Context: an optimization exercise on an open-source flow, tuned for small area, a short achievable clock period and few clock cycles. The choices shown serve that exercise and are no tape-out recipe.
At most, simulation tests tie the RTL to the original design; equivalence was not proved.
Power figures rest on the tool's default switching activity, not on a simulated workload.

==> flow/design.v (excerpt) <==
module data_mem_subsystem(
    input flush,
    input clk,
    input wr_en,
    input [15:0] addr,
    input [7:0] rdata,
    output [7:0] wdata,
    output stall,
    output cache_hit,
    output [15:0] mem_addr,
    output mem_wr_en,
    output [7:0] mem_wdata,
    input [7:0] mem_rdata
    );
Settings: LEC_CHECK=0, CAP_MARGIN=20, CORE_MARGIN=2, CORE_UTILIZATION=60, CTS_BUF_LIST=sky130_fd_sc_hd__clkbuf_4 sky130_fd_sc_hd__clkbuf_8, CTS_CLUSTER_SIZE=30, SETUP_SLACK_MARGIN=5, SLEW_MARGIN=20, SYNTH_MEMORY_MAX_BITS=8192; clock period 10.0 ns.
run.sh (not shown) runs the stock make flow with config.mk's settings and CLKGATE_MAP_FILE= SYNTH_SCRIPT=/design/flow/synth_recipe.tcl, a recipe that flattens the netlist after the stock synthesis.
Next try:
Settings changed: CORE_UTILIZATION 60 to 40, CTS_BUF_LIST sky130_fd_sc_hd__clkbuf_4 sky130_fd_sc_hd__clkbuf_8 to default, CTS_CLUSTER_SIZE 30 to default.
Effect: The changed run passed the timing, design-rule and antenna checks; worst setup slack loses 26 ps; sequential share of layout area drops by 2.3 points; final cell count grows by about 10%.
Next try:
==> flow/flow/run.sh (new file) <==
#!/bin/bash
set -euo pipefail
export SETUP_SLACK_MARGIN=6
export BUFFER_PORTS_ARGS="-buffer_cell sky130_fd_sc_hd__buf_4"
bash standard.sh > orfs_make.log 2>&1
==> flow/standard.sh (new file) <==
#!/bin/bash
# synth_recipe.tcl (not shown) runs the flow's synth.tcl, then flattens the netlist and writes it again
# the make line also repeats each setting of config.mk as NAME=value (left out here)
make -C /OpenROAD-flow-scripts/flow DESIGN_CONFIG=/design/flow/config.mk WORK_HOME=/design/flow/orfs CLKGATE_MAP_FILE= SYNTH_SCRIPT=/design/flow/synth_recipe.tcl "${@:-finish}"
Settings changed: CORE_UTILIZATION 40 to 50, SETUP_SLACK_MARGIN 5 to default.
removed: flow/run.sh
The changed run passed the timing, design-rule and antenna checks.
Critical path depth is higher by 7.
Power barely changes.
Die area is lower by 20%.
Core utilization increases by 14 points.
Count of clock-buffer cells in the layout came out higher by 4.
Routed wire length rose by 4.5%.
Function was not checked in any run of this note: the RTL went through the layout flow alone.


P:
Another version of the RTL of data_mem_subsystem (not shown whole).
Size in the first run: ~540 flip-flops, ~70 I/O pins, about 21000 µm² of cells after synthesis.
==> flow/config.mk <==
export PLATFORM = sky130hd
export DESIGN_NAME = data_mem_subsystem
export DESIGN_NICKNAME = data_mem_subsystem
export VERILOG_FILES = /design/flow/design.v
export SDC_FILE = /design/flow/constraint.sdc
export NUM_CORES = 4
export LEC_CHECK = 0
export CAP_MARGIN = 20
export CORE_MARGIN = 2
export CORE_UTILIZATION = 50
export SLEW_MARGIN = 20
export SYNTH_MEMORY_MAX_BITS = 8192
==> flow/constraint.sdc <==
create_clock -name core_clock -period 10.0 [get_ports {clk}]
set_input_delay 2.0000 -clock core_clock [delete_from_list [all_inputs] [get_ports {clk}]]
set_output_delay 2.0000 -clock core_clock [all_outputs]
set_load 0.01 [all_outputs]
standard.sh (not shown) runs the stock make flow with config.mk's settings and CLKGATE_MAP_FILE= SYNTH_SCRIPT=/design/flow/synth_recipe.tcl, a recipe that flattens the netlist after the stock synthesis.
==> flow/flow/run.sh <==
#!/bin/bash
set -euo pipefail
export SETUP_SLACK_MARGIN=5.8
export BUFFER_PORTS_ARGS="-buffer_cell sky130_fd_sc_hd__buf_4"
bash standard.sh > orfs_make.log 2>&1
Testbench counts of P, summed over its fixed seeds: cycles 64,000.
What Q does differently from P at the input level:
# P
export LEC_CHECK = 0
export CAP_MARGIN = 20
export CORE_MARGIN = 2
export CORE_UTILIZATION = 50
export SLEW_MARGIN = 20
export SYNTH_MEMORY_MAX_BITS = 8192
create_clock -name core_clock -period 10.0 [get_ports {clk}]
# Q
export LEC_CHECK = 0
export CAP_MARGIN = 20
export CORE_MARGIN = 2
export CORE_UTILIZATION = 50
export CTS_BUF_LIST = sky130_fd_sc_hd__clkbuf_8 sky130_fd_sc_hd__clkbuf_16
export CTS_CLUSTER_DIAMETER = 60
export CTS_CLUSTER_SIZE = 20
export SLEW_MARGIN = 20
export SYNTH_MEMORY_MAX_BITS = 8192
create_clock -name core_clock -period 10.0 [get_ports {clk}]
--- outcome ---
- Share of the cycle needed by the critical path after routing across Q and P: no real change.
- Going from P to Q, via count shrank slightly.
- On clock tree cell share of total cell area, the higher figure sits with P, not Q.

## afterwards: timing with drivers on the ports
The results above use ideal ports. As a check the final layouts listed here were re-extracted and re-timed, cells and wires unchanged.
Step 1, drivers: a clkbuf_16 drives clk and a buf_2 each remaining input, both assumed.
Step 2 adds t to the input delays and takes it off the output delays; t is the mean of the earliest and latest rising clock arrival at the registers after step 1. Input paths then give back, and output paths get back, about the clock's delay inside the block.
Three values: ideal, step 1, step 2; two values: the first two.
run	t (ns)	setup WS [ns]	worst hold slack (ns)
the first run of note 1	0.683	4.969 / 4.954 / 4.271	0.423 / 0.423 / 0.423
the second run of note 1	0.655	4.942 / 4.852 / 4.431	0.412 / 0.412 / 0.412
the third run of note 1	0.651	5.705 / 5.504 / 4.879	0.410 / 0.410 / 0.410
P	0.655	5.781 / 5.612 / 5.235	0.454 / 0.454 / 0.454
Q	0.613	5.782 / 5.600 / 5.258	0.455 / 0.455 / 0.455
After both steps setup and hold are still met in every run listed. The setup slack of the third run of note 1, which loses most, moves by -0.201 ns with the drivers and by -0.826 ns with both steps.
